Context: an optimization exercise on an open-source flow, tuned for small area. The choices shown serve that exercise and are no tape-out recipe. In this exercise RTL edits were held to simulation tests only and were not proved equivalent to the original. In runs 3 to 6 the design's own scripts or RTL, not TritonCTS, make the clock network. The clock port is modelled as an ideal driver, which makes a skipped or thinned clock tree look cheaper than it is; a real chip needs a root buffer or a tree. Power is estimated from default activity; no workload was simulated.

==> flow/design.v <==
module hex2seg (input [3:0] number, output [6:0] pattern);
    wire [3:0] n = number;
    assign pattern[6] = (n[0]&~n[1]&~n[2]&~n[3]) | (~n[0]&~n[1]&n[2]&~n[3]) | (n[0]&n[1]&~n[2]&n[3]) | (n[0]&~n[1]&n[2]&n[3]);
    assign pattern[5] = (n[0]&~n[1]&n[2]&~n[3]) | (~n[0]&n[1]&n[2]&~n[3]) | (n[0]&n[1]&~n[2]&n[3]) | (~n[0]&~n[1]&n[2]&n[3]) | (~n[0]&n[1]&n[2]&n[3]) | (n[0]&n[1]&n[2]&n[3]);
    assign pattern[4] = (~n[0]&n[1]&~n[2]&~n[3]) | (~n[0]&~n[1]&n[2]&n[3]) | (~n[0]&n[1]&n[2]&n[3]) | (n[0]&n[1]&n[2]&n[3]);
    assign pattern[3] = (n[0]&~n[1]&~n[2]&~n[3]) | (~n[0]&~n[1]&n[2]&~n[3]) | (n[0]&n[1]&n[2]&~n[3]) | (~n[0]&n[1]&~n[2]&n[3]) | (n[0]&n[1]&n[2]&n[3]);
    assign pattern[2] = (n[0]&~n[1]&~n[2]&~n[3]) | (n[0]&n[1]&~n[2]&~n[3]) | (~n[0]&~n[1]&n[2]&~n[3]) | (n[0]&~n[1]&n[2]&~n[3]) | (n[0]&n[1]&n[2]&~n[3]) | (n[0]&~n[1]&~n[2]&n[3]);
    assign pattern[1] = (n[0]&~n[1]&~n[2]&~n[3]) | (~n[0]&n[1]&~n[2]&~n[3]) | (n[0]&n[1]&~n[2]&~n[3]) | (n[0]&n[1]&n[2]&~n[3]) | (n[0]&~n[1]&n[2]&n[3]);
    assign pattern[0] = (~n[0]&~n[1]&~n[2]&~n[3]) | (n[0]&~n[1]&~n[2]&~n[3]) | (n[0]&n[1]&n[2]&~n[3]) | (~n[0]&~n[1]&n[2]&n[3]);
endmodule
module calculator (
    input         clk,       
    input         reset,     
    input         newkey,    
    input  [4:0]  keycode,   
    output [23:0] value,     
    output [7:0]  digit,     
    output [7:0]  segment    
);
    wire key_digit = newkey & keycode[4];
    wire key_eq    = newkey & (keycode == 5'h01);
    wire key_op    = newkey & ~keycode[4] & (keycode[3:0] != 4'h1);
    reg [23:0] X;        
    reg [23:0] Y;        
    reg [23:0] R;        
    reg        op_add;   
    reg        op_mul;   
    reg [2:0]  dcnt;     
    assign value = X;
    wire full = (dcnt == 3'd6);
    always @(posedge clk or posedge reset) begin
        if (reset)
            X <= 24'd0;
        else if (key_op)
            X <= 24'd0;
        else if (key_eq)
            X <= (op_add | op_mul) ? R : 24'd0;
        else if (key_digit & ~full)
            X <= {X[19:0], keycode[3:0]};
    end
    always @(posedge clk or posedge reset) begin
        if (reset)
            dcnt <= 3'd0;
        else if (key_eq)
            dcnt <= 3'd0;
        else if (key_digit & ~full)
            dcnt <= dcnt + 3'd1;
    end
    always @(posedge clk or posedge reset) begin
        if (reset) begin
            op_add <= 1'b0;
            op_mul <= 1'b0;
        end else if (key_op) begin
            op_add <= (keycode[3:0] == 4'hA);
            op_mul <= (keycode[3:0] == 4'h2);
        end
    end
    localparam [4:0] STEP_LAST = 5'd26;     
    localparam [4:0] STEP_DONE = 5'd20;     
    reg  [4:0] step;
    reg        a_sh, inj, b_x;
    wire done = (step == STEP_DONE);
    wire yb = Y[23];
    wire y_ld  = key_op;
    wire y_rot = ~key_op & ~done;
    wire y_hd  = ~key_op & done;
    always @(posedge clk)
        Y <= ({24{y_ld}} & X) | ({24{y_rot}} & {Y[22:0], Y[23]}) | ({24{y_hd}} & Y);
    always @(posedge clk) begin
        if (newkey)
            step <= 5'd0;
        else if (~done)
            step <= {step[3:0], ~(step[4] ^ step[2])};
    end
    always @(posedge clk) begin
        a_sh <= ~done;
        inj  <= ~done & op_add & yb;
        b_x  <= ~done & (op_mul ? yb : (op_add & (step == STEP_LAST)));
    end
    wire [23:0] opa = {R[22:0], inj};
    wire [23:0] opb = {24{b_x}} & X;
    wire [23:0] sum;
    wire [24:0] cy;
    assign cy[0] = 1'b0;
    genvar gi;
    generate
        for (gi = 0; gi < 24; gi = gi + 1) begin : rca
            assign sum[gi]  = opa[gi] ^ opb[gi] ^ cy[gi];
            assign cy[gi+1] = (opa[gi] & opb[gi]) | (cy[gi] & (opa[gi] ^ opb[gi]));
        end
    endgenerate
    always @(posedge clk)
        if (a_sh)
            R <= sum;
    localparam [10:0] DIV_RESET = 11'd298;
    localparam [10:0] DIV_TICK  = 11'd438;
    reg [10:0] div;
    reg [2:0]  dsel;     
    wire tick = (div == DIV_TICK);
    always @(posedge clk or posedge reset) begin
        if (reset)
            div <= DIV_RESET;
        else
            div <= {div[9:0], ~(div[10] ^ div[1] ^ tick)};
    end
    always @(posedge clk or posedge reset) begin
        if (reset)
            dsel <= 3'b000;
        else if (tick)
            dsel <= {dsel[1:0], ~dsel[2]};
    end
    reg [3:0] nib;
    reg [7:0] dig;
    always @* begin
        case (dsel)
            3'b000: begin dig = 8'b11111110; nib = X[3:0];   end
            3'b001: begin dig = 8'b11111101; nib = X[7:4];   end
            3'b011: begin dig = 8'b11111011; nib = X[11:8];  end
            3'b111: begin dig = 8'b11110111; nib = X[15:12]; end
            3'b110: begin dig = 8'b11101111; nib = X[19:16]; end
            3'b100: begin dig = 8'b11011111; nib = X[23:20]; end
            default: begin dig = 8'b11111111; nib = 4'h0; end
        endcase
    end
    assign digit = dig;
    wire [6:0] pattern;
    hex2seg h2s (.number(nib), .pattern(pattern));
    assign segment = {pattern, 1'b1};
endmodule
==> flow/flow/run.sh <==
#!/bin/bash
# The standard layout with three changes:
#  - synthesis maps the logic with an area-oriented ABC script (flow/area.abc)
#    instead of ORFS's speed script; everything else in synthesis, including
#    the flip-flop mapping, is the standard synthesis unchanged;
#  - the port buffers are made from the smallest buffer cell;
#  - the clock tree is built from clkbuf_8 without dummy balancing loads.
set -euo pipefail
here=$PWD
# ORFS synth.tcl with only the ABC script replaced
sed "s#^source \$::env(SCRIPTS_DIR)/synth_preamble.tcl#&\nset abc_args [lreplace \$abc_args 1 1 $here/flow/area.abc]#" \
    "$FLOW_HOME/scripts/synth.tcl" > "$here/area_synth.tcl"
grep -q "area.abc" "$here/area_synth.tcl"
# The standard flow's synthesis wrapper, sourcing it
sed "s#^source \$::env(SCRIPTS_DIR)/synth.tcl#source $here/area_synth.tcl#" \
    "$here/synth_recipe.tcl" > "$here/area_synth_recipe.tcl"
grep -q "area_synth.tcl" "$here/area_synth_recipe.tcl"
sed "s#SYNTH_SCRIPT=[^ ]*#SYNTH_SCRIPT=$here/area_synth_recipe.tcl#" "$here/standard.sh" > "$here/area_standard.sh"
grep -q "area_synth_recipe.tcl" "$here/area_standard.sh"
export BUFFER_PORTS_ARGS="-buffer_cell sky130_fd_sc_hd__buf_1"
export CTS_ARGS="-sink_clustering_enable -repair_clock_nets -buf_list sky130_fd_sc_hd__clkbuf_8 -dont_use_dummy_load"
bash "$here/area_standard.sh" > "$here/flow.log" 2>&1
==> flow/flow/area.abc <==
strash
&get -n
&st
&deepsyn -I 20 -J 50
&dch -f
&put
amap
==> flow/standard.sh <==
#!/bin/bash
# synth_recipe.tcl (not shown) runs the flow's synth.tcl, then flattens the netlist and writes it again
# the make line also repeats each setting of config.mk as NAME=value (left out here)
make -C /OpenROAD-flow-scripts/flow DESIGN_CONFIG=/design/flow/config.mk WORK_HOME=/design/flow/orfs CLKGATE_MAP_FILE= SYNTH_SCRIPT=/design/flow/synth_recipe.tcl "${@:-finish}"
==> flow/config.mk <==
export PLATFORM = sky130hd
export DESIGN_NAME = calculator
export DESIGN_NICKNAME = calculator
export VERILOG_FILES = /design/flow/design.v
export SDC_FILE = /design/flow/constraint.sdc
export NUM_CORES = 4
export LEC_CHECK = 0
export CAP_MARGIN = 20
export CORE_MARGIN = 2
export CORE_UTILIZATION = 40
export SLEW_MARGIN = 20
==> flow/constraint.sdc <==
create_clock -name core_clock -period 10.0 [get_ports {clk}]
set_input_delay 2.0000 -clock core_clock [delete_from_list [all_inputs] [get_ports {clk}]]
set_output_delay 2.0000 -clock core_clock [all_outputs]
set_load 0.01 [all_outputs]
==> key figures, run 1 <==
Synthesis
  – Syn Std Cell Area: between 4000 and 5000 µm²
  – Register bit total from synthesis: between 90 and 100
  – Compound-gate portion of the synthesized area: 0.182
  – Sequential share of the synthesized area: 0.564
  – Post-synthesis simple-gate area fraction: 0.0812
  – Main combinational cell family by area after synthesis: compound AO/OA/AOI/OAI gates
  – Multiplexer share of the synthesized area: 0
  – Mean Syn Cell Area: around 11 µm²
  – Cells after synthesis: approximately 390
  – Xor and xnor area share after synthesis: 0
  – YS warnings: 1
  – Post-Synth Adder-Cell Area: 0.110
  – Synth cell types: 29

Pwr
  – Power consumption: about 0.83 mW
  – Peak supply drop: 0.0823 mV
  – PwrDens: between 150 and 200 nW/µm²
  – P_leak: 1.86 nW

Setup path
  – Crit path buf inv count: 3
  – Crit path launch type: register
  – Setup CP Type: reg2reg
  – Top Family by Delay on Critical Path: adder cells
  – Required time worst endpoint: just over 10 ns
  – RR Startpoint: X[0]
  – Crit Path Max Fanout: 3
  – Most numerous cell on the critical path: fa_1
  – Slowest library cell on the worst path: dfrtp_1
  – CP Launch Point: X[0]
  – CP arrival: about 9.8 ns
  – Crit path capture type: register
  – Max stage delay on crit path: roughly 0.42 ns

Timing
  – Final Hold Fails: 0
  – Setup Skew: about 0.027 ns
  – Final period util: 0.968
  – Max Freq: between 100 and 150 MHz
  – Post-route minimum period: just under 10 ns
  – Relative slew slack: 0.340
  – Max-slew violations: 0
  – Post-Route Setup TNS: 0 ns
  – Pin slew with the least headroom to its limit: 0.990 ns
  – RSZ-0062 raised after global routing: false
  – Final setup violation count: 0
  – Final WS setup: around 0.32 ns
  – WHS: ~0.37 ns

Run status
  – Status: no timing/DRC/antenna violations

Detailed routing
  – Vias: between 3000 and 4000
  – M1 wire length: approximately 4600 µm
  – Detailed Routing Iterations Pass 1: 5
  – Avg WL per Cell: approximately 18 µm
  – Drt drc: 0
  – WL final: about 10000 µm
  – Met3 Wirelength: a little over 800 µm
  – Initial DRC Count: between 300 and 400
  – Routed Antenna Nets: 0
  – Avg Vias per Cell: about 5.6
  – Uppermost layer routed: met4
  – Met2 wire length: roughly 4800 µm

Flow run
  – Max Cap Violations: 0

Die
  – Core Box Area: roughly 10000 µm²
  – Die Height: around 110 µm
  – Ports: 48
  – Die footprint: roughly 12000 µm²
  – Initial core utilization: 0.416
  – Row cnt: 37
  – Die width: between 100 and 150 µm

Clock network
  – CTS H-Tree Depth: 3
  – CTS tree: yes
  – Root Buffer: clkbuf_8
  – Sink Count: 99
  – Worst skew pair latency: about 0.36 ns
  – Hold_buf cts: 0
  – Longest Clk Path Bufs: 2
  – Clock transition at the registers of the reported paths: 0.10 ns
  – CTS buffer count: 9

Global route
  – GRT overflow: 0
  – First-pass GRT wire length: between 15000 and 20000 µm
  – Global-route usage over all layers: 0.192
  – Largest net degree at the start of global routing: 44
  – Vias in the first global route: approximately 3100
  – Initial antenna violation count: 0

Final layout
  – Most frequent cells in the layout: clkinv_1 (64), buf_1 (44), nor2_1 (42), o21ai_0 (41), dfrtp_1 (39)
  – Share of cells above drive strength 1: 0.0557
  – Antenna diodes: 0
  – FF/Latch Area: roughly 2400 µm²
  – # fillers: ~1000
  – Post-route cell area: 4830 µm²
  – Multi-input gate area: about 1600 µm²
  – Final nets: approximately 480
  – Area grow syn2layout: 11.4%
  – Commonest non-fill, non-tap cell in the layout: clkinv_1

Place
  – Global placement routability congestion: about 0.84
  – Pre-CTS WS: about 0.23 ns
  – Placed inst area: ~4700 µm²
  – DP HPWL: 7350 µm
  – I/O Buffers: 44

Worst hold path
  – Hold Path Origin: div[9]
  – Min-delay worst type: reg2reg
==> where the power goes <==
group / internal [mW] / switching (mW) / total [mW]
combinational: 0.0484 / 0.0983 / 0.147
sequential: 0.450 / 0.0315 / 0.481
clock: 0.0810 / 0.121 / 0.202
total: 0.579 / 0.251 / 0.830
==> kinds of logic after synthesis <==
logic type,after synthesis
flops,99
compound gates,119
other cells,1
fa+ha+maj,25
buf+inv,68
simple gates,80
==> synthesized netlist by cell type <==
cell       n  area [µm²]
o21a_1     3        22.5
nor2_1    42         158
ha_1       3        37.5
or4b_1     1        10.0
nor4_1     2        12.5
or3_1      2        12.5
fa_1      22         440
clkinv_1  65         244
nor2b_1    1        6.26
or2_0      1        6.26
a21boi_0   1        7.51
buf_4      3        22.5
a211oi_1   1        7.51
nand2_1   11        41.3
o221ai_1   2        17.5
a222oi_1  12         120
edfxtp_1  24         721
conb_1     1        3.75
o21ai_0   41         205
o22ai_1   20         125
nand4_1    1        6.26
dfrtp_1   39         976
a22oi_1   35         263
dfxtp_1   32         641
nand4b_1   1        8.76
nor3_1     9        45.0
a21oi_1    4        20.0
dfstp_2    4         105
nand3_1    9        45.0
==> state kept, by name (all words and copies together), names as in the netlist, 3 cells and up <==
signal  count
step        5
X          24
Y          24
R          24
dsel        3
div        11
dcnt        3
==> metal layers <==
layer,vias up,global-route usage
met5,-,0
met2,139,0.296
met4,0,0.0659
li1,1506,-
met3,10,0.0458
met1,1608,0.266
==> final timing paths <==
kind                                 to  slack, ns  depth (start not counted)
worst max-delay path              R[23]       0.32                         29
worst min-delay path            div[10]       0.37                          0
worst max register to register    R[23]       0.32                         29
worst min register to register  div[10]       0.37                          0
max in group asynchronous         X[13]       7.58                          2
min in group asynchronous        div[4]       1.81                          2
==> per-stage QoR <==
| step | cells | utilization |
|---|---|---|
| 6_report | 585 | 0.463 |
| 5_1_grt | 585 | 0.463 |
| 4_1_cts | 584 | 0.461 |
| 3_5_place_dp | 575 | 0.449 |
| 3_3_place_gp | 575 | 0.449 |
| 2_1_floorplan | 394 | - |
==> area by class of cell <==
cell class,instances,area share
Tap cell,136,0.0353
Sequential cell,99,0.506
Timing Repair Buffer,49,0.0420
Clock buffer,9,0.0257
Inverter,65,0.0506
Multi-Input combinational cell,227,0.340
==> what timing repair did <==
action	CTS	global route
gates resized for setup	0	5
setup endpoints to repair	0	1
hold endpoints to repair	0	0
setup buffers	0	1
==> run 2, diff against run 1 <==
--- a/flow/design.v
+++ b/flow/design.v
@@ -55,17 +55,44 @@
             op_mul <= (keycode[3:0] == 4'h2);
         end
     end
+    always @(posedge clk)
+        if (key_op)
+            Y <= X;
     localparam [4:0] STEP_LAST = 5'd26;     
     localparam [4:0] STEP_DONE = 5'd20;     
     reg  [4:0] step;
     reg        a_sh, inj, b_x;
     wire done = (step == STEP_DONE);
-    wire yb = Y[23];
-    wire y_ld  = key_op;
-    wire y_rot = ~key_op & ~done;
-    wire y_hd  = ~key_op & done;
-    always @(posedge clk)
-        Y <= ({24{y_ld}} & X) | ({24{y_rot}} & {Y[22:0], Y[23]}) | ({24{y_hd}} & Y);
+    reg  yb;
+    always @* begin
+        case (step)
+            5'd0: yb = Y[23];
+            5'd1: yb = Y[22];
+            5'd3: yb = Y[21];
+            5'd7: yb = Y[20];
+            5'd14: yb = Y[19];
+            5'd28: yb = Y[18];
+            5'd25: yb = Y[17];
+            5'd18: yb = Y[16];
+            5'd4: yb = Y[15];
+            5'd8: yb = Y[14];
+            5'd17: yb = Y[13];
+            5'd2: yb = Y[12];
+            5'd5: yb = Y[11];
+            5'd10: yb = Y[10];
+            5'd21: yb = Y[9];
+            5'd11: yb = Y[8];
+            5'd23: yb = Y[7];
+            5'd15: yb = Y[6];
+            5'd30: yb = Y[5];
+            5'd29: yb = Y[4];
+            5'd27: yb = Y[3];
+            5'd22: yb = Y[2];
+            5'd13: yb = Y[1];
+            5'd26: yb = Y[0];
+            default: yb = 1'b0;
+        endcase
+    end
     always @(posedge clk) begin
         if (newkey)
             step <= 5'd0;
==> run 2 against run 1 <==
Effect of this change:
- sequential cell count stayed put
- cell count decreased by 3.2%
- fmax grew 0.75%
- first-iteration DRC count is 31% lower
- critical path depth grew 2
- sequential power rose by 1%
- die area up 2.1%
- core utilization down 1.0 points
- non-clock buffer count decreased by 2
- largest power group unchanged
==> key figures, run 2 <==
Clock network
  – Clock transition at the registers of the reported paths: 0.10 ns (about the same)
  – CTS H-Tree Depth: 3 (unchanged)
  – CTS tree: yes
  – Sink Count: 99 (unchanged)
  – CTS buffer count: 9 (unchanged)
  – Worst skew pair latency: 0.36 ns (about the same)
  – Longest Clk Path Bufs: 2 (unchanged)
  – Root Buffer: clkbuf_8

Final layout
  – Commonest non-fill, non-tap cell in the layout: clkinv_1
  – Core Util, Final: 0.453 (-0.0103)
  – Antenna diodes: 0 (unchanged)
  – Biggest regs: R x24, X x24, Y x24
  – Finished Layout Cells: 566 (-3.2%)
  – Final nets: 461 (-4.8%)
  – Most frequent cells in the layout: clkinv_1 (57), edfxtp_1 (48), nor2_1 (47), buf_1 (44)
  – Share of cells above drive strength 1: 0.0493 (-0.00638)
  – Area grow syn2layout: 11.0%

Die
  – Core Box Area: 10800 µm² (+4.1%)
  – Row cnt: 38 (+2.7%)
  – Die Height: 109 µm (+1.1%)
  – Ports: 48 (unchanged)
  – Die footprint: 11900 µm² (+2.1%)
  – Die width: 109 µm (+1.1%)
  – Initial core utilization: 0.408 (-0.00749)

Synthesis
  – YS warnings: 1 (unchanged)
  – Post-synthesis simple-gate area fraction: 0.101 (+0.0197)
  – Register bit total from synthesis: 99 (unchanged)
  – Commonest cells post-synth: clkinv_1 (57), edfxtp_1 (48), nor2_1 (47)
  – Post-Synth Adder-Cell Area: 0.108 (-0.00237)
  – Synth cell types: 34 (+17%)
  – Top-area cell type share of the netlist area: 0.326 (+0.100)
  – Compound-gate portion of the synthesized area: 0.131 (-0.0514)
  – Multiplexer share of the synthesized area: 0 (unchanged)
  – Sequential share of the synthesized area: 0.606 (+0.0422)
  – EDFF count, synth: 48 (+100%)
  – Main combinational cell family by area after synthesis: compound AO/OA/AOI/OAI gates
  – Synth top area cells: edfxtp_1 (33%), dfrtp_1 (22%), fa_1 (10%)
  – Async SR Flop Fraction: 0.434 (unchanged)
  – Most frequent cell after synthesis: clkinv_1
  – Cell taking the most area after synthesis: edfxtp_1
  – Cells after synthesis: 371 (-5.4%)
  – Syn Std Cell Area: 4430 µm² (+2.2%)
  – Synth Flop Type: edfxtp_1
  – Xor and xnor area share after synthesis: 0 (unchanged)
  – Mean Syn Cell Area: 11.9 µm² (+8.0%)

Detailed routing
  – Initial DRC Count: 225 (-31%)
  – Avg WL per Cell: 17.7 µm (-0.21%)
  – Drt drc: 0 (unchanged)
  – Avg Vias per Cell: 5.39 (-3.4%)
  – Vias: 3050 (-6.5%)
  – Routed Antenna Nets: 0 (unchanged)
  – WL final: 10000 µm (-3.5%)
  – Detailed Routing Iterations Pass 1: 4 (-1)

Global route
  – GRT overflow: 0 (unchanged)
  – Global-route usage over all layers: 0.182 (-0.00992)
  – Initial antenna violation count: 0 (unchanged)
  – Vias in the first global route: 3004 (-3.9%)
  – First-pass GRT wire length: 16100 µm (-3.8%)
  – Largest net degree at the start of global routing: 44 (unchanged)

Timing
  – Final period util: 0.961 (-0.00724)
  – Pin slew with the least headroom to its limit: 0.841 ns (-0.149 ns)
  – Final WS setup: 0.394 ns (+0.0724 ns)
  – Max Freq: 104 MHz (+0.75%)
  – Final setup violation count: 0 (unchanged)
  – RSZ-0062 raised after global routing: false
  – Post-route minimum period: 9.61 ns (-0.0724 ns)
  – Post-Route Setup TNS: 0 ns (unchanged)
  – Max-slew violations: 0 (unchanged)
  – Setup Skew: 0.0189 ns (-0.00826 ns)
  – Relative slew slack: 0.438 (+0.0977)
  – Final Hold Fails: 0 (unchanged)

Run status
  – Status: no timing/DRC/antenna violations

Place
  – Global placement routability congestion: 0.825 (-1.3%)
  – Placed Instances: 557 (-3.1%)
  – I/O Buffers: 44 (unchanged)
  – Pre-CTS WS: 0.225 ns (-0.00888 ns)
  – DP HPWL: 7540 µm (+2.6%)

Pwr
  – Peak supply drop: 0.0628 mV (-24%)
  – Switch share: 0.271 (-0.0307)
  – Power consumption: 0.791 mW (-4.7%)
  – Sequential share of power: 0.614 (+0.034)
  – Combinational fraction of design power: 0.129 (-0.048)
  – Internal: 0.576 mW (-0.54%)
  – Clock power frac: 0.257 (+0.014)
  – P_leak: 1.87 nW (+0.38%)
  – PwrDens: 161 nW/µm² (-6.4%)
  – Psw: 0.215 mW (-14%)

Flow run
  – Max Cap Violations: 0 (unchanged)

Setup path
  – Required time worst endpoint: 10.11 ns (about the same)
  – Crit path capture type: register
  – Crit path launch type: register
  – Max stage delay on crit path: 0.40 ns (-0.02 ns)
  – Setup CP Type: reg2reg
  – Slowest library cell on the worst path: dfrtp_1
  – Crit Path Max Fanout: 4 (+1)
  – CP arrival: 9.72 ns (-0.06 ns)
  – Most numerous cell on the critical path: fa_1

Worst hold path
  – Min-delay worst type: reg2reg
[run 2: changes by cell type after synthesis, sizes merged, moves of 3 or more]
cell / delta
nand2: +28
clkinv: -8
a21oi: +6
o32ai: +5
o21ai: -37
nor2: +5
edfxtp: +24
a311oi: +3
a222oi: -11
a22oi: -33
dfxtp: -24
nor3: -4
o221ai: +23
[run 2: logic make-up after synthesis]
family / after synthesis
compound gates: 78
fa+ha+maj: 25
buf+inv: 60
flops: 99
other cells: 1
simple gates: 108
[run 2: worst paths after layout]
check                      cells after the start     end  startpoint  slack, ns
max in group asynchronous                      3    X[3]       reset       7.85
hold / removal                                 0  div[7]      div[6]       0.38
hold reg to reg                                0  div[7]      div[6]       0.38
setup reg to reg                              31   R[23]        X[0]       0.39
setup / recovery                              31   R[23]        X[0]       0.39
min in group asynchronous                      3  div[7]       reset       1.72
[run 2: power by group through the flow]
| stage | combinational, mW | clock, mW | sequential (mW) |
|---|---|---|---|
| 6_report | 0.102 | 0.203 | 0.486 |
| 5_1_grt | 0.116 | 0.223 | 0.490 |
| 4_1_cts | 0.102 | 0.208 | 0.486 |
| 3_5_place_dp | 0.0999 | 0 | 0.495 |
| 3_3_place_gp | 0.100 | 0 | 0.494 |
| 2_1_floorplan | 0.0648 | 0 | 0.491 |
[run 2: layout make-up]
cell class	instances	area, µm²
fillers	1003	5930
flip-flops and latches	99	2680
multi-input cells	214	1530
inverters	57	214
repair buffers	47	188
well taps	140	175
clock buffers	9	124
[run 2: what timing repair did]
action,in CTS,in global routing
setup buffers,0,0
gates resized for setup,0,3
hold buffers,0,0
endpoints found under the setup margin,0,1
[run 2: routing by layer]
layer  global-route usage  vias to the layer above  share of wire
li1                     -                     1438              -
met1                0.266                     1506           0.48
met2                0.263                       87           0.45
met3               0.0341                       19          0.040
met4               0.0814                        0          0.027
met5                    0                        -              0
[run 2: stage by stage]
stage | cell area (µm²) | hold WS (ns)
3_3_place_gp | 4780 | 0.355
6_report | 4910 | 0.381
3_5_place_dp | 4780 | 0.354
5_1_grt | 4910 | 0.394
4_1_cts | 4900 | 0.380
2_1_floorplan | 4430 | 0.345
[run 2: critical path: cells and delay by family (launching register included)]
| family | cells | cell delay (ns) |
|---|---|---|
| compound gates | 2 | 0.10 |
| simple gates | 3 | 0.26 |
| buf+inv | 3 | 0.21 |
| fa+ha+maj | 23 | 8.42 |
| flops | 1 | 0.40 |
==> run 3, diff against run 2 <==
--- a/flow/design.v
+++ b/flow/design.v
@@ -55,44 +55,17 @@
             op_mul <= (keycode[3:0] == 4'h2);
         end
     end
-    always @(posedge clk)
-        if (key_op)
-            Y <= X;
     localparam [4:0] STEP_LAST = 5'd26;     
     localparam [4:0] STEP_DONE = 5'd20;     
     reg  [4:0] step;
     reg        a_sh, inj, b_x;
     wire done = (step == STEP_DONE);
-    reg  yb;
-    always @* begin
-        case (step)
-            5'd0: yb = Y[23];
-            5'd1: yb = Y[22];
-            5'd3: yb = Y[21];
-            5'd7: yb = Y[20];
-            5'd14: yb = Y[19];
-            5'd28: yb = Y[18];
-            5'd25: yb = Y[17];
-            5'd18: yb = Y[16];
-            5'd4: yb = Y[15];
-            5'd8: yb = Y[14];
-            5'd17: yb = Y[13];
-            5'd2: yb = Y[12];
-            5'd5: yb = Y[11];
-            5'd10: yb = Y[10];
-            5'd21: yb = Y[9];
-            5'd11: yb = Y[8];
-            5'd23: yb = Y[7];
-            5'd15: yb = Y[6];
-            5'd30: yb = Y[5];
-            5'd29: yb = Y[4];
-            5'd27: yb = Y[3];
-            5'd22: yb = Y[2];
-            5'd13: yb = Y[1];
-            5'd26: yb = Y[0];
-            default: yb = 1'b0;
-        endcase
-    end
+    wire yb = Y[23];
+    wire y_ld  = key_op;
+    wire y_rot = ~key_op & ~done;
+    wire y_hd  = ~key_op & done;
+    always @(posedge clk)
+        Y <= ({24{y_ld}} & X) | ({24{y_rot}} & {Y[22:0], Y[23]}) | ({24{y_hd}} & Y);
     always @(posedge clk) begin
         if (newkey)
             step <= 5'd0;
--- a/flow/flow/run.sh
+++ b/flow/flow/run.sh
@@ -4,7 +4,8 @@
 #    instead of ORFS's speed script; everything else in synthesis, including
 #    the flip-flop mapping, is the standard synthesis unchanged;
 #  - the port buffers are made from the smallest buffer cell;
-#  - the clock tree is built from clkbuf_8 without dummy balancing loads.
+#  - the clock tree is built by flow/clock_tree.tcl: six clkbuf_8, each
+#    driving an equal share of the flip-flops, under one clkbuf_4 root.
 set -euo pipefail
 here=$PWD
 # ORFS synth.tcl with only the ABC script replaced
@@ -18,5 +19,5 @@
 sed "s#SYNTH_SCRIPT=[^ ]*#SYNTH_SCRIPT=$here/area_synth_recipe.tcl#" "$here/standard.sh" > "$here/area_standard.sh"
 grep -q "area_synth_recipe.tcl" "$here/area_standard.sh"
 export BUFFER_PORTS_ARGS="-buffer_cell sky130_fd_sc_hd__buf_1"
-export CTS_ARGS="-sink_clustering_enable -repair_clock_nets -buf_list sky130_fd_sc_hd__clkbuf_8 -dont_use_dummy_load"
+export PRE_CTS_TCL="$here/flow/clock_tree.tcl"
 bash "$here/area_standard.sh" > "$here/flow.log" 2>&1
==> flow/flow/clock_tree.tcl (new file) <==
# Balanced manual clock tree: split the clock sinks into NCOL columns by x
# and each column into NROW groups by y, all of (nearly) equal size; one
# leaf buffer per group at its centroid, and one root buffer driving the
# leaves, placed at their centroid.
proc bal_cts { ncol nrow leafcell rootcell } {
  set block [ord::get_db_block]
  set net [$block findNet clk]
  set sinks {}
  foreach it [$net getITerms] {
    if { [$it isInputSignal] } {
      set inst [$it getInst]
      set bb [$inst getBBox]
      lappend sinks [list "[$inst getName]/[[$it getMTerm] getName]" \
        [expr ([$bb xMin] + [$bb xMax]) / 2.0] [expr ([$bb yMin] + [$bb yMax]) / 2.0]]
    }
  }
  set n [llength $sinks]
  set byx [lsort -real -index 1 $sinks]
  set groups {}
  for {set c 0} {$c < $ncol} {incr c} {
    set col [lrange $byx [expr $c * $n / $ncol] [expr ($c + 1) * $n / $ncol - 1]]
    set m [llength $col]
    set byy [lsort -real -index 2 $col]
    for {set r 0} {$r < $nrow} {incr r} {
      lappend groups [lrange $byy [expr $r * $m / $nrow] [expr ($r + 1) * $m / $nrow - 1]]
    }
  }
  set dbu [$block getDbUnitsPerMicron]
  set k 0
  set lx 0; set ly 0
  foreach g $groups {
    set sx 0; set sy 0; set pins {}
    foreach s $g { set sx [expr $sx + [lindex $s 1]]; set sy [expr $sy + [lindex $s 2]]; lappend pins [get_pins [lindex $s 0]] }
    set x [expr $sx / [llength $g] / $dbu]; set y [expr $sy / [llength $g] / $dbu]
    set lx [expr $lx + $x]; set ly [expr $ly + $y]
    insert_buffer -buffer_cell $leafcell -net clk -load_pins $pins -location [list $x $y] \
      -buffer_name clkbuf_leaf_$k -net_name clknet_leaf_$k
    incr k
  }
  if { $rootcell == "none" } { return }
  set pins {}
  foreach it [$net getITerms] {
    if { [$it isInputSignal] } { lappend pins [get_pins "[[$it getInst] getName]/[[$it getMTerm] getName]"] }
  }
  insert_buffer -buffer_cell $rootcell -net clk -load_pins $pins \
    -location [list [expr $lx / $k] [expr $ly / $k]] -buffer_name clkbuf_root -net_name clknet_root
}

# Used as ORFS's PRE_CTS_TCL hook: build the tree here, then make the
# clock_tree_synthesis call that follows in cts.tcl do nothing. The rest of
# cts.tcl (placement legalisation, timing repair) runs as usual.
bal_cts 2 3 sky130_fd_sc_hd__clkbuf_8 sky130_fd_sc_hd__clkbuf_4
set_propagated_clock [all_clocks]
proc clock_tree_synthesis { args } {
  puts "clock tree already built by [info script]"
}
--- a/flow/config.mk
+++ b/flow/config.mk
@@ -7,5 +7,5 @@
 export LEC_CHECK = 0
 export CAP_MARGIN = 20
 export CORE_MARGIN = 2
-export CORE_UTILIZATION = 40
+export CORE_UTILIZATION = 65
 export SLEW_MARGIN = 20
==> run 3 against run 2 <==
Effect of this change:
- sequential cell count stayed put
- still clean on timing, DRC and antenna
- synthesized cell count is 5.7% higher
- sequential power is 1% lower
- die area is 39% lower
- worst setup slack worse by 0.11 ns
- power is 1.4% higher
- via count is 11% higher
- fmax is 1.2% lower
- largest cell class unchanged
==> key figures, run 3 <==
Synthesis
  – Cells after synthesis: 392 (+5.7%)
  – Register bit total from synthesis: 99 (unchanged)
  – YS warnings: 1 (unchanged)
  – Top-area cell type share of the netlist area: 0.225 (-0.100)
  – Mean Syn Cell Area: 11.0 µm² (-7.4%)
  – Sequential share of the synthesized area: 0.564 (-0.0422)
  – Syn Std Cell Area: 4330 µm² (-2.1%)
  – Cell taking the most area after synthesis: dfrtp_1
  – Synth Flop Type: dfrtp_1
  – EDFF count, synth: 24 (-50%)
  – Synth top area cells: dfrtp_1 (23%), edfxtp_1 (17%), dfxtp_1 (15%)
  – Most frequent cell after synthesis: clkinv_1
  – Commonest cells post-synth: clkinv_1 (65), nor2_1 (42), o21ai_0 (41)
  – Synth cell types: 29 (-15%)
  – Async SR Flop Fraction: 0.434 (unchanged)

Timing
  – Relative slew slack: 0.343 (-0.0949)
  – Max-slew violations: 0 (unchanged)
  – WHS: 0.377 ns (-0.00354 ns)
  – Final Hold Fails: 0 (unchanged)
  – Post-Route Setup TNS: 0 ns (unchanged)
  – Pin slew with the least headroom to its limit: 0.986 ns (+0.144 ns)
  – Setup Skew: 0.0150 ns (-0.00395 ns)
  – Final period util: 0.972 (+0.0114)
  – RSZ-0062 raised after global routing: false
  – Final setup violation count: 0 (unchanged)
  – Post-route minimum period: 9.72 ns (+0.114 ns)
  – Max Freq: 103 MHz (-1.2%)

Clock network
  – Hold_buf cts: 0 (unchanged)
  – Worst skew pair latency: 0.43 ns (+0.07 ns)
  – Clock transition at the registers of the reported paths: 0.10 ns (about the same)

Detailed routing
  – Avg Vias per Cell: 6.46 (+20%)
  – Met3 Wirelength: 849 µm (+110%)
  – WL final: 10200 µm (+1.3%)
  – Uppermost layer routed: met4
  – Vias: 3394 (+11%)
  – Met2 wire length: 4810 µm (+6.3%)
  – Avg WL per Cell: 19.4 µm (+9.2%)
  – Initial DRC Count: 353 (+57%)
  – M1 wire length: 4290 µm (-12%)
  – Drt drc: 0 (unchanged)
  – Routed Antenna Nets: 0 (unchanged)
  – Detailed Routing Iterations Pass 1: 5 (+1)

Final layout
  – Multi-input gate area: 1640 µm² (+7.2%)
  – Share of cells above drive strength 1: 0.0469 (-0.00242)
  – Final nets: 483 (+4.8%)
  – Area grow syn2layout: 9.01%
  – Commonest non-fill, non-tap cell in the layout: clkinv_1
  – FF/Latch Area: 2440 µm² (-9.0%)
  – # fillers: 483 (-52%)
  – Biggest regs: R x24, X x24, Y x24
  – Most frequent cells in the layout: clkinv_1 (65), buf_1 (44), nor2_1 (42), o21ai_0 (41), dfrtp_1 (39)
  – Antenna diodes: 0 (unchanged)

Setup path
  – Slowest library cell on the worst path: fa_1
  – Worst r2r path cells: 31 (unchanged)
  – Most numerous cell on the critical path: fa_1
  – CP arrival: 9.91 ns (+0.19 ns)
  – Crit path capture type: register
  – Required time worst endpoint: 10.19 ns (+0.08 ns)
  – Reg2reg end: R[23]
  – Crit path launch type: register
  – Max stage delay on crit path: 0.41 ns (about the same)
  – Crit Path Max Fanout: 3 (-1)
  – Setup slack, reg-to-reg: 0.28 ns (-0.11 ns)
  – RR Startpoint: X[0]
  – Setup CP Type: reg2reg

Pwr
  – Switch share: 0.305 (+0.0333)
  – Sequential share of power: 0.601 (-0.013)
  – Internal: 0.557 mW (-3.3%)
  – P_leak: 1.85 nW (-0.89%)
  – Combinational fraction of design power: 0.184 (+0.055)
  – PwrDens: 170 nW/µm² (+5.4%)
  – Clock power frac: 0.216 (-0.041)
  – Psw: 0.244 mW (+14%)
  – Peak supply drop: 0.115 mV (+84%)

Global route
  – Vias in the first global route: 3223 (+7.3%)
  – First-pass GRT wire length: 16700 µm (+3.9%)
  – Largest net degree at the start of global routing: 44 (unchanged)
  – Initial antenna violation count: 0 (unchanged)
  – GRT overflow: 0 (unchanged)
  – Global-route usage over all layers: 0.288 (+0.106)

Worst hold path
  – Hold path cells: 0 (unchanged)
  – Hold Path Origin: div[6]
  – Hold Path Sink: div[7]
  – Min-delay worst type: reg2reg

Die
  – Die width: 85.6 µm (-22%)
  – Row cnt: 29 (-24%)
  – Core Box Area: 6390 µm² (-41%)
  – Die footprint: 7330 µm² (-39%)
  – Die Height: 85.6 µm (-22%)
  – Initial core utilization: 0.678 (+0.270)
  – Ports: 48 (unchanged)

Place
  – DP HPWL: 7310 µm (-3.1%)
  – I/O Buffers: 44 (unchanged)
  – Global placement routability congestion: 0.847 (+2.6%)

Flow run
  – Max Cap Violations: 0 (unchanged)

Run status
  – Status: no timing/DRC/antenna violations
[run 3: changes by cell type in the layout (fill, tap and decap cells not counted), moves of 5 or more]
cell	before	now
a21oi_1	10	4
o221ai_1	25	2
nor3_1	4	9
dfxtp_1	7	31
edfxtp_1	48	24
clkinv_1	57	65
o21ai_0	4	41
nand2_1	39	11
a222oi_1	1	12
a22oi_1	2	35
o32ai_1	5	0
nor2_1	47	42
[run 3: timing repair]
| action | CTS | global route |
|---|---|---|
| buffers inserted | 0 | 1 |
| resized for setup | 0 | 3 |
| endpoints found under the hold margin | 0 | 0 |
| endpoints found under the setup margin | 0 | 1 |
[run 3: worst max path at each step]
stage | startpoint | end | slack (ns) | depth (start not counted)
after global routing | X[0] | R[23] | 0.04 | 31
after CTS | X[0] | R[23] | 0.17 | 31
after detailed placement | X[0] | R[23] | 0.17 | 31
final | X[0] | R[23] | 0.28 | 31
after global placement | X[0] | R[23] | 0.39 | 31
after floorplan | b_x | R[23] | 0.46 | 31
[run 3: layer usage]
metal	vias up	global-route usage
li1	1504	-
met1	1686	0.444
met2	180	0.452
met3	24	0.0356
met4	0	0.0548
met5	-	0
[run 3: power groups by stage]
stage | registers (mW) | logic (mW) | clock network, mW
3_3_place_gp | 0.487 | 0.139 | 0
3_5_place_dp | 0.489 | 0.144 | 0
2_1_floorplan | 0.487 | 0.0887 | 0
5_1_grt | 0.485 | 0.164 | 0.187
6_report | 0.481 | 0.147 | 0.173
4_1_cts | 0.481 | 0.145 | 0.175
[run 3: critical path: cells and delay by family, from the launching register on]
family,cells,cell delay (ns)
AOI/OAI and AO/OA,2,0.11
adders and majority gates,23,8.49
buffers and inverters,3,0.21
DFF,1,0.40
and+or+nand+nor,3,0.26
[run 3: per-stage QoR]
step | setup WS, ns | power, mW | util | std cells | instance area, µm²
2_1_floorplan | 0.464 | 0.575 | - | 394 | 4340
3_3_place_gp | 0.390 | 0.626 | 0.723 | 517 | 4610
3_5_place_dp | 0.171 | 0.633 | 0.723 | 517 | 4610
4_1_cts | 0.167 | 0.801 | 0.737 | 524 | 4700
5_1_grt | 0.0410 | 0.836 | 0.739 | 525 | 4720
6_report | 0.280 | 0.801 | 0.739 | 525 | 4720
[run 3: cell type report, clock buffers not listed]
cell class,instances,share of cell area
inverter,65,0.0517
multi-input combinational,227,0.347
sequential,99,0.518
tap,77,0.0204
timing repair buffer,50,0.0445
[run 3: logic make-up after synthesis]
family,share of synthesized area
other,0.000866
DFF,0.564
and+or+nand+nor,0.0812
adders and majority gates,0.110
buffers and inverters,0.0615
AOI/OAI and AO/OA,0.182
==> run 4, diff against run 3 <==
--- a/flow/config.mk
+++ b/flow/config.mk
@@ -7,5 +7,5 @@
 export LEC_CHECK = 0
 export CAP_MARGIN = 20
 export CORE_MARGIN = 2
-export CORE_UTILIZATION = 65
+export CORE_UTILIZATION = 40
 export SLEW_MARGIN = 20
==> run 4 against run 3 <==
Effect of this change:
- still clean
- clock power is essentially flat
- wire length grew 1.7%
- clock skew shrank 0.0020 ns
- die area grew 59%
- sequential cell count is the same
- sequential share of layout area shrank 0.80 points
- cell count grew 11%
- critical path depth shrank 2
- critical endpoint unchanged
- largest cell class unchanged
- largest power group unchanged
==> key figures, run 4 <==
Timing
  – WHS: 0.381 ns (+0.00329 ns)
  – Final setup violation count: 0 (unchanged)
  – Relative slew slack: 0.324 (-0.0187)
  – Setup Skew: 0.0130 ns (-0.00202 ns)
  – Max-slew violations: 0 (unchanged)
  – Final period util: 0.965 (-0.00684)
  – RSZ-0062 raised after global routing: false
  – Post-Route Setup TNS: 0 ns (unchanged)
  – Max Freq: 104 MHz (+0.71%)
  – Final Hold Fails: 0 (unchanged)
  – Pin slew with the least headroom to its limit: 1.01 ns (+0.0281 ns)
  – Post-route minimum period: 9.65 ns (-0.0684 ns)

Setup path
  – Worst Setup EP: R[23]
  – RR Startpoint: X[0]
  – CP Launch Point: X[0]
  – Required time worst endpoint: 10.19 ns (about the same)
  – Crit path capture type: register
  – CP Depth: 29 (-6.5%)
  – Worst r2r path cells: 29 (-6.5%)
  – Slowest library cell on the worst path: dfrtp_1
  – Reg2reg end: R[23]
  – Crit path launch type: register
  – Crit path buf inv count: 3 (unchanged)
  – Crit Path Max Fanout: 3 (unchanged)
  – Setup slack, reg-to-reg: 0.35 ns (+0.07 ns)
  – Max stage delay on crit path: 0.42 ns (about the same)
  – CP arrival: 9.84 ns (-0.07 ns)
  – Top Family by Delay on Critical Path: adder cells
  – Most numerous cell on the critical path: fa_1
  – Setup CP Type: reg2reg

Global route
  – Vias in the first global route: 3088 (-4.2%)
  – First-pass GRT wire length: 16500 µm (-1.1%)
  – Largest net degree at the start of global routing: 44 (unchanged)
  – GRT overflow: 0 (unchanged)
  – Global-route usage over all layers: 0.180 (-0.108)
  – Initial antenna violation count: 0 (unchanged)

Pwr
  – Sequential share of power: 0.600 (about the same)
  – Internal: 0.557 mW (about the same)
  – PwrDens: 167 nW/µm² (-1.3%)
  – Peak supply drop: 0.0685 mV (-41%)
  – Psw: 0.246 mW (+0.81%)
  – Combinational fraction of design power: 0.182 (-0.002)
  – P_leak: 1.85 nW (-0.39%)
  – Clock power frac: 0.219 (+0.003)
  – Switch share: 0.307 (+0.00185)

Die
  – Row cnt: 37 (+28%)
  – Initial core utilization: 0.416 (-0.262)
  – Die footprint: 11700 µm² (+59%)
  – Ports: 48 (unchanged)
  – Core Box Area: 10400 µm² (+63%)
  – Die width: 108 µm (+26%)
  – Die Height: 108 µm (+26%)

Final layout
  – Commonest non-fill, non-tap cell in the layout: clkinv_1
  – Area grow syn2layout: 10.7%
  – Final nets: 482 (-0.21%)
  – Share of cells above drive strength 1: 0.0515 (+0.00458)
  – Most frequent cells in the layout: clkinv_1 (64), buf_1 (44), nor2_1 (42), o21ai_0 (41), dfrtp_1 (39)
  – Biggest regs: R x24, X x24, Y x24

Detailed routing
  – Avg WL per Cell: 17.7 µm (-8.6%)
  – WL final: 10300 µm (+1.7%)
  – Initial DRC Count: 285 (-19%)
  – Vias: 3254 (-4.1%)
  – Detailed Routing Iterations Pass 1: 7 (+2)
  – Drt drc: 0 (unchanged)
  – Avg Vias per Cell: 5.57 (-14%)
  – Routed Antenna Nets: 0 (unchanged)

Synthesis
  – Sequential share of the synthesized area: 0.564 (unchanged)
  – Synth cell types: 29 (unchanged)
  – Synth Flop Type: dfrtp_1
  – Commonest cells post-synth: clkinv_1 (65), nor2_1 (42), o21ai_0 (41)
  – Cell taking the most area after synthesis: dfrtp_1
  – Top-area cell type share of the netlist area: 0.225 (unchanged)
  – Register bit total from synthesis: 99 (unchanged)
  – YS warnings: 1 (unchanged)
  – Async SR Flop Fraction: 0.434 (unchanged)
  – Cells after synthesis: 392 (unchanged)
  – Mean Syn Cell Area: 11.0 µm² (unchanged)
  – Synth top area cells: dfrtp_1 (23%), edfxtp_1 (17%), dfxtp_1 (15%)
  – EDFF count, synth: 24 (unchanged)
  – Syn Std Cell Area: 4330 µm² (unchanged)
  – Most frequent cell after synthesis: clkinv_1

Place
  – I/O Buffers: 44 (unchanged)
  – DP HPWL: 7350 µm (+0.56%)
  – Global placement routability congestion: 0.836 (-1.3%)

Flow run
  – Max Cap Violations: 0 (unchanged)

Clock network
  – Clock transition at the registers of the reported paths: 0.11 ns (about the same)
  – Worst skew pair latency: 0.43 ns (about the same)

Run status
  – Status: no timing/DRC/antenna violations

Worst hold path
  – Min-delay worst type: reg2reg
[run 4: cell counts after synthesis]
No cell type changed its count.
[run 4: worst min path at each step]
stage | startpoint | to | slack (ns) | cells after the start
final | div[6] | div[7] | 0.38 | 0
after global routing | div[6] | div[7] | 0.40 | 0
after CTS | div[6] | div[7] | 0.38 | 0
after detailed placement | div[6] | div[7] | 0.36 | 0
after global placement | div[6] | div[7] | 0.35 | 0
after floorplan | div[6] | div[7] | 0.35 | 0
[run 4: per-stage QoR]
step | setup slack (ns) | utilization | std cells | area [µm²] | power (mW)
after global routing | 0.0441 | 0.460 | 583 | 4790 | 0.845
after detailed placement | 0.234 | 0.449 | 575 | 4680 | 0.635
after global placement | 0.314 | 0.449 | 575 | 4680 | 0.630
final | 0.349 | 0.460 | 584 | 4790 | 0.803
after floorplan | 0.464 | - | 394 | 4340 | 0.575
after CTS | 0.180 | 0.458 | 582 | 4770 | 0.807
[run 4: area by class of cell, clock buffers not listed]
class | count | area, µm²
repair buffers | 49 | 203
diodes | 1 | 2.50
inverters | 65 | 244
flip-flops and latches | 99 | 2440
fillers | 1005 | 5620
multi-input cells | 227 | 1640
well taps | 136 | 170
[run 4: metal layers]
layer,global-route usage,vias up,share of wire
met4,0.0284,0,0.014
met1,0.267,1611,0.45
met3,0.0223,13,0.072
met2,0.289,125,0.46
li1,-,1505,-
met5,0,-,0
[run 4: cell families after synthesis]
family | share of synthesized area
flip-flops | 0.564
AND/OR/NAND/NOR | 0.0812
adder cells (fa/ha/maj) | 0.110
other | 0.000866
buffers and inverters | 0.0615
AO/OA/AOI/OAI | 0.182
[run 4: power groups by stage]
stage | registers [mW] | clock network, mW | logic, mW
after floorplan | 0.487 | 0 | 0.0887
after global placement | 0.488 | 0 | 0.142
after detailed placement | 0.489 | 0 | 0.145
after CTS | 0.481 | 0.181 | 0.146
after global routing | 0.486 | 0.193 | 0.165
final | 0.481 | 0.176 | 0.146
[run 4: worst register-to-register path: cells and delay by family, from the launching register on]
family | cells | cell delay (ns)
fa+ha+maj | 23 | 8.43
flops | 1 | 0.42
compound gates | 2 | 0.29
buf+inv | 3 | 0.22
simple gates | 1 | 0.05
[run 4: timing repair]
| action | 4_1_cts | 5_1_grt |
|---|---|---|
| gates resized for setup | 0 | 5 |
| hold buffers | 0 | 0 |
| endpoints found under the setup margin | 0 | 1 |
| hold endpoints to repair | 0 | 0 |
| setup buffers | 0 | 1 |
==> run 5, diff against run 4 <==
--- a/flow/design.v
+++ b/flow/design.v
@@ -38,10 +38,8 @@
         else if (key_digit & ~full)
             X <= {X[19:0], keycode[3:0]};
     end
-    always @(posedge clk or posedge reset) begin
-        if (reset)
-            dcnt <= 3'd0;
-        else if (key_eq)
+    always @(posedge clk) begin
+        if (reset | key_eq)
             dcnt <= 3'd0;
         else if (key_digit & ~full)
             dcnt <= dcnt + 3'd1;
==> run 5 against run 4 <==
Effect of this change:
- first-iteration DRC count decreased by 7.0%
- cell count unchanged
- design area decreased by 0.13%
- core utilization decreased by 0.060 points
- critical endpoint unchanged
- global-route usage is 0.33 points higher
- still clean
- hold slack gained 0.0010 ns
- sequential share of layout area decreased by 0.25 points
==> key figures, run 5 <==
Run status
  – Status: no timing/DRC/antenna violations

Timing
  – Pin slew with the least headroom to its limit: 0.954 ns (-0.0591 ns)
  – Post-route minimum period: 9.64 ns (-0.00916 ns)
  – Max-slew violations: 0 (unchanged)
  – Final period util: 0.964 (about the same)
  – RSZ-0062 raised after global routing: false
  – Max Freq: 104 MHz (about the same)
  – Post-Route Setup TNS: 0 ns (unchanged)
  – WHS: 0.382 ns (+0.000999 ns)
  – Final setup violation count: 0 (unchanged)
  – Setup Skew: 0.0129 ns (-0.0000227 ns)
  – Final WS setup: 0.358 ns (+0.00916 ns)
  – Relative slew slack: 0.364 (+0.0394)
  – Final Hold Fails: 0 (unchanged)

Pwr
  – Peak supply drop: 0.0809 mV (+18%)
  – Power consumption: 0.703 mW (-12%)
  – PwrDens: 147 nW/µm² (-12%)
  – P_leak: 1.84 nW (-0.61%)

Synthesis
  – Syn Std Cell Area: 4320 µm² (-0.26%)
  – Sequential share of the synthesized area: 0.562 (-0.00201)
  – Synth cell types: 28 (-3.4%)
  – Register bit total from synthesis: 99 (unchanged)
  – Synth top area cells: dfrtp_1 (21%), edfxtp_1 (17%), dfxtp_1 (16%)
  – Cell taking the most area after synthesis: dfrtp_1
  – Synth Flop Type: dfrtp_1
  – Top-area cell type share of the netlist area: 0.209 (-0.0168)
  – Async SR Flop Fraction: 0.404 (-0.0303)
  – Cells after synthesis: 392 (unchanged)
  – YS warnings: 1 (unchanged)
  – EDFF count, synth: 24 (unchanged)
  – Commonest cells post-synth: clkinv_1 (65), nor2_1 (43), o21ai_0 (40)
  – Most frequent cell after synthesis: clkinv_1
  – Mean Syn Cell Area: 11.0 µm² (-0.26%)

Setup path
  – Crit Path Max Fanout: 3 (unchanged)
  – CP arrival: 9.84 ns (about the same)
  – Crit path launch type: register
  – Max stage delay on crit path: 0.41 ns (about the same)
  – Setup CP Type: reg2reg
  – Most numerous cell on the critical path: fa_1
  – Required time worst endpoint: 10.19 ns (about the same)
  – Worst r2r path cells: 31 (+6.9%)
  – Crit path capture type: register
  – Slowest library cell on the worst path: fa_1

Global route
  – Largest net degree at the start of global routing: 41 (-6.8%)
  – First-pass GRT wire length: 16900 µm (+2.4%)
  – GRT overflow: 0 (unchanged)
  – Global-route usage over all layers: 0.183 (+0.00327)
  – Initial antenna violation count: 0 (unchanged)
  – Vias in the first global route: 3177 (+2.9%)

Die
  – Ports: 48 (unchanged)
  – Core Box Area: 10400 µm² (unchanged)
  – Die footprint: 11600 µm² (-0.26%)
  – Die Height: 108 µm (-0.13%)
  – Initial core utilization: 0.415 (-0.00108)
  – Die width: 108 µm (-0.13%)
  – Row cnt: 37 (unchanged)

Detailed routing
  – Vias: 3233 (-0.65%)
  – Avg WL per Cell: 17.7 µm (about the same)
  – Avg Vias per Cell: 5.54 (-0.65%)
  – Routed Antenna Nets: 0 (unchanged)
  – Detailed Routing Iterations Pass 1: 6 (-1)
  – Initial DRC Count: 265 (-7.0%)
  – Drt drc: 0 (unchanged)
  – WL final: 10300 µm (about the same)

Final layout
  – Core Util, Final: 0.460 (-0.000600)
  – Final nets: 483 (+0.21%)
  – # fillers: 1025 (+2.0%)
  – Share of cells above drive strength 1: 0.0513 (-0.000115)
  – Antenna diodes: 0 (-1)
  – Commonest non-fill, non-tap cell in the layout: clkinv_1
  – Most frequent cells in the layout: clkinv_1 (65), buf_1 (44), nor2_1 (43), o21ai_0 (40), dfrtp_1 (36)
  – Post-route cell area: 4790 µm² (-0.13%)
  – Finished Layout Cells: 584 (unchanged)
  – Area grow syn2layout: 10.9%
  – Biggest regs: R x24, X x24, Y x24

Worst hold path
  – Hold path cells: 0 (unchanged)
  – Min-delay worst type: reg2reg

Clock network
  – Clock transition at the registers of the reported paths: 0.11 ns (about the same)
  – Hold_buf cts: 0 (unchanged)
  – Worst skew pair latency: 0.43 ns (about the same)

Flow run
  – Max Cap Violations: 0 (unchanged)

Place
  – I/O Buffers: 44 (unchanged)
  – Global placement routability congestion: 0.878 (+5.1%)
  – Placed inst area: 4680 µm² (about the same)
  – DP HPWL: 7280 µm (-0.94%)
  – Pre-CTS WS: 0.0951 ns (-0.139 ns)
  – Placed Instances: 576 (+0.17%)
run 5: cell families after synthesis:
family,Yosys count,synth area share
AND/OR/NAND/NOR,81,0.0820
buffers and inverters,68,0.0617
other,1,0.000868
adder cells (fa/ha/maj),25,0.111
AO/OA/AOI/OAI,118,0.183
flip-flops,99,0.562
run 5: cell type report, clock buffers not listed:
cell class	instances	area, µm²	share of cell area
timing repair buffer	50	210	0.0439
sequential	99	2430	0.507
multi-input combinational	227	1650	0.344
inverter	65	244	0.0510
tap	136	170	0.0355
run 5: timing repair:
action | in CTS | in global routing
setup endpoints to repair | 0 | 1
gates resized for setup | 0 | 5
setup buffers | 0 | 1
run 5: layer usage:
layer | vias to the layer above | part of all wire | GRT usage | wire length (µm)
li1 | 1512 | - | - | -
met1 | 1594 | 0.46 | 0.276 | 4720
met4 | 0 | 0.016 | 0.0366 | 162
met2 | 114 | 0.46 | 0.292 | 4810
met3 | 13 | 0.064 | 0.0157 | 659
met5 | - | 0 | 0 | 0
run 5: power breakdown:
part / internal [mW] / leakage [nW] / total (mW) / switching, mW
Combinational: 0.0256 / 0.685 / 0.0784 / 0.0529
Clock: 0.0587 / 0.0477 / 0.174 / 0.115
Sequential: 0.433 / 1.10 / 0.451 / 0.0175
run 5: final timing paths:
check | startpoint | endpoint | slack [ns]
min in group asynchronous | reset | op_mul | 1.71
hold reg to reg | div[6] | div[7] | 0.38
setup / recovery | X[0] | R[23] | 0.36
hold / removal | div[6] | div[7] | 0.38
setup reg to reg | X[0] | R[23] | 0.36
max in group asynchronous | reset | div[8] | 7.88
run 5: critical path, delay by kind of cell (launching register included):
family,cells,cell delay (ns)
adder cells (fa/ha/maj),23,8.42
flip-flops,1,0.40
AND/OR/NAND/NOR,3,0.26
buffers and inverters,3,0.21
AO/OA/AOI/OAI,2,0.11
==> run 6, diff against run 5 <==
--- a/flow/design.v
+++ b/flow/design.v
@@ -44,7 +44,7 @@
         else if (key_digit & ~full)
             dcnt <= dcnt + 3'd1;
     end
-    always @(posedge clk or posedge reset) begin
+    always @(posedge clk) begin
         if (reset) begin
             op_add <= 1'b0;
             op_mul <= 1'b0;
@@ -95,7 +95,7 @@
     reg [10:0] div;
     reg [2:0]  dsel;     
     wire tick = (div == DIV_TICK);
-    always @(posedge clk or posedge reset) begin
+    always @(posedge clk) begin
         if (reset)
             div <= DIV_RESET;
         else
==> run 6 against run 5 <==
Effect of this change:
- still clean on timing, DRC and antenna
- register-to-register slack about the same
- design area decreased by 0.37%
- via count increased by 1.2%
- power decreased by 5.3%
- synthesized cell count increased by 3.6%
- hold slack improved by 0.044 ns
- clock power about the same
- die area decreased by 0.22%
- fmax about the same
- critical endpoint unchanged
- highest routed layer unchanged
==> key figures, run 6 <==
Final layout
  – Biggest regs: R x24, X x24, Y x24
  – Final nets: 496 (+2.7%)
  – Most frequent cells in the layout: clkinv_1 (54), nor2_1 (49), dfxtp_1 (47), buf_1 (44), nand2_1 (29)
  – Commonest non-fill, non-tap cell in the layout: clkinv_1
  – Area grow syn2layout: 10.7%
  – Post-route cell area: 4770 µm² (-0.37%)
  – Antenna diodes: 0 (unchanged)
  – Share of cells above drive strength 1: 0.0412 (-0.0101)

Timing
  – WHS: 0.426 ns (+0.0441 ns)
  – Max-slew violations: 0 (unchanged)
  – Pin slew with the least headroom to its limit: 0.889 ns (-0.0650 ns)
  – Setup Skew: 0.0152 ns (+0.00229 ns)
  – Final setup violation count: 0 (unchanged)
  – Max Freq: 104 MHz (about the same)
  – Post-route minimum period: 9.64 ns (-0.00149 ns)
  – Final period util: 0.964 (about the same)
  – Post-Route Setup TNS: 0 ns (unchanged)
  – Final Hold Fails: 0 (unchanged)
  – RSZ-0062 raised after global routing: false
  – Relative slew slack: 0.407 (+0.0434)

Setup path
  – Top Family by Delay on Critical Path: adder cells
  – CP Launch Point: X[0]
  – Crit path capture type: register
  – Crit Path Max Fanout: 5 (+2)
  – Most numerous cell on the critical path: fa_1
  – Slowest library cell on the worst path: dfrtp_1
  – Max stage delay on crit path: 0.40 ns (about the same)
  – Crit path launch type: register
  – Crit path buf inv count: 3 (unchanged)
  – RR Startpoint: X[0]
  – Setup CP Type: reg2reg
  – Required time worst endpoint: 10.19 ns (about the same)
  – CP arrival: 9.83 ns (about the same)

Detailed routing
  – Avg Vias per Cell: 5.48 (-0.97%)
  – Avg WL per Cell: 17.0 µm (-3.9%)
  – WL final: 10200 µm (-1.7%)
  – Detailed Routing Iterations Pass 1: 6 (unchanged)
  – Routed Antenna Nets: 0 (unchanged)
  – Initial DRC Count: 224 (-15%)
  – Drt drc: 0 (unchanged)
  – Vias: 3273 (+1.2%)

Place
  – I/O Buffers: 44 (unchanged)
  – Global placement routability congestion: 0.902 (+2.7%)
  – Placed inst area: 4670 µm² (-0.24%)
  – DP HPWL: 7450 µm (+2.4%)

Global route
  – First-pass GRT wire length: 16700 µm (-1.6%)
  – GR Util met2: 0.288 (-0.00359)
  – Grt met1 use: 0.264 (-0.0116)
  – Initial antenna violation count: 0 (unchanged)
  – Vias in the first global route: 3278 (+3.2%)
  – Largest net degree at the start of global routing: 27 (-34%)
  – Grt peak-use layer: met2
  – M3 GR Usage: 0.0127 (-0.00303)
  – Global-route usage over all layers: 0.180 (-0.00299)
  – GRT overflow: 0 (unchanged)

Synthesis
  – Top-area cell type share of the netlist area: 0.223 (+0.0144)
  – Multiplexer share of the synthesized area: 0 (unchanged)
  – Main combinational cell family by area after synthesis: compound AO/OA/AOI/OAI gates
  – Post-synthesis simple-gate area fraction: 0.117 (+0.0353)
  – Synth Flop Type: dfxtp_1
  – Register bit total from synthesis: 99 (unchanged)
  – Sequential share of the synthesized area: 0.547 (-0.0150)
  – EDFF count, synth: 24 (unchanged)
  – Synth cell types: 32 (+14%)
  – Commonest cells post-synth: clkinv_1 (55), nor2_1 (49), dfxtp_1 (48)
  – YS warnings: 1 (unchanged)
  – Xor and xnor area share after synthesis: 0 (unchanged)
  – Post-Synth Adder-Cell Area: 0.111 (+0.000257)
  – Syn Std Cell Area: 4310 µm² (-0.23%)
  – Mean Syn Cell Area: 10.6 µm² (-3.7%)
  – Most frequent cell after synthesis: clkinv_1
  – Synth top area cells: dfxtp_1 (22%), edfxtp_1 (17%), dfrtp_1 (16%)
  – Cells after synthesis: 406 (+3.6%)
  – Cell taking the most area after synthesis: dfxtp_1
  – Async SR Flop Fraction: 0.273 (-0.131)
  – Compound-gate portion of the synthesized area: 0.171 (-0.0121)

Die
  – Die Height: 108 µm (-0.11%)
  – Die width: 108 µm (-0.11%)
  – Ports: 48 (unchanged)
  – Core Box Area: 10400 µm² (-0.44%)
  – Initial core utilization: 0.416 (+0.000886)
  – Die footprint: 11600 µm² (-0.22%)
  – Row cnt: 37 (unchanged)

Clock network
  – Clock transition at the registers of the reported paths: 0.11 ns (about the same)
  – Hold_buf cts: 0 (unchanged)
  – Worst skew pair latency: 0.43 ns (about the same)

Flow run
  – Max Cap Violations: 0 (unchanged)

Pwr
  – Peak supply drop: 0.0863 mV (+6.8%)
  – P_leak: 1.80 nW (-1.7%)
  – PwrDens: 140 nW/µm² (-5.0%)

Worst hold path
  – Hold Path Origin: div[6]
  – Min-delay worst type: reg2reg

Run status
  – Status: no timing/DRC/antenna violations
==> run 6: cell types whose count changed after synthesis, moves of 10 or more <==
| cell | change |
|---|---|
| a222oi_1 | -12 |
| dfxtp_1 | +13 |
| nand2_1 | +18 |
| clkinv_1 | -10 |
| o21ai_0 | -14 |
| o221ai_1 | +19 |
==> run 6: path summary, 6_finish.rpt <==
check                           slack [ns]  endpoint  cells after the start
worst max-delay path                  0.36     R[23]                     31
worst min-delay path                  0.43    div[7]                      2
worst max register to register        0.36     R[23]                     31
worst min register to register        0.43    div[7]                      2
max in group asynchronous             7.79   dsel[2]                      3
min in group asynchronous             1.64      X[0]                      2
==> run 6: area by class of cell, clock buffers not listed <==
| class | count | area [µm²] |
|---|---|---|
| fill | 1021 | 5600 |
| inverter | 55 | 206 |
| multi-input combinational | 251 | 1740 |
| sequential | 99 | 2360 |
| tap | 136 | 170 |
| timing repair buffer | 49 | 203 |
==> run 6: kinds of logic (layout without fill, tap and decap cells) <==
| logic type | count (synthesis) | in the layout |
|---|---|---|
| buffers and inverters | 58 | 111 |
| AOI/OAI and AO/OA | 107 | 107 |
| adders and majority gates | 25 | 25 |
| other | 1 | 3 |
| and+or+nand+nor | 116 | 116 |
| DFF | 99 | 99 |
==> run 6: through the flow <==
| step | total power [mW] | cells | util | worst slack, ns |
|---|---|---|---|---|
| floorplan | 0.478 | 408 | - | 0.464 |
| global placement | 0.498 | 590 | 0.450 | 0.344 |
| detailed placement | 0.499 | 590 | 0.450 | 0.221 |
| CTS | 0.671 | 597 | 0.459 | 0.178 |
| global route | 0.694 | 597 | 0.460 | 0.0269 |
| finish | 0.666 | 597 | 0.460 | 0.359 |
==> run 6: tightest hold or removal path, delay by kind of cell, from the launching register on <==
family,cells,cell delay [ns]
flip-flops,1,0.31
buffers and inverters,1,0.05
AND/OR/NAND/NOR,1,0.04
==> run 6: layer usage <==
metal,part of all wire,up-vias
met1,0.46,1579
met5,0,-
met3,0.056,25
li1,-,1560
met2,0.45,109
met4,0.027,0
==> run 6: report_power, final <==
part | internal, mW | total, mW | switching, mW
clock | 0.0588 | 0.176 | 0.117
combinational | 0.0172 | 0.0562 | 0.0389
sequential | 0.425 | 0.434 | 0.00902
total | 0.501 | 0.666 | 0.165
==> run 6: what timing repair did <==
action                                  4_1_cts  5_1_grt
resized for setup                             0        6
endpoints found under the setup margin        0        1
buffers inserted                              0        0

-- port drivers added, routing unchanged --
The results above use ideal ports. As a check the final layouts listed here were re-extracted and re-timed, cells and wires unchanged.
Step 1 (the two cells are an assumption about what drives the block):
set clk [get_ports {clk}]
set_driving_cell -lib_cell sky130_fd_sc_hd__clkbuf_16 $clk
set_driving_cell -lib_cell sky130_fd_sc_hd__buf_2 [delete_from_list [all_inputs] $clk]
Step 2, shift: input delay + t, output delay - t, t = (earliest + latest rising clock arrival at the registers) / 2. This alone moves slack from input paths to output paths.
Slacks: ideal / step 1 / step 2; pairs: ideal / step 1.
run | shift t [ns] | setup WS [ns] | worst setup path at the end | worst data-port slew with drivers (ns)
run 1 | 0.384 | 0.322 / 0.322 / 0.322 | register to register | 0.03
run 2 | 0.386 | 0.394 / 0.394 / 0.394 | register to register | 0.03
run 3 | 0.454 | 0.280 / 0.280 / 0.280 | register to register | 0.03
run 4 | 0.452 | 0.349 / 0.349 / 0.349 | register to register | 0.03
run 5 | 0.452 | 0.358 / 0.358 / 0.358 | register to register | 0.03
run 6 | 0.454 | 0.359 / 0.359 / 0.359 | register to register | 0.03
After both steps every run listed still meets setup and hold.
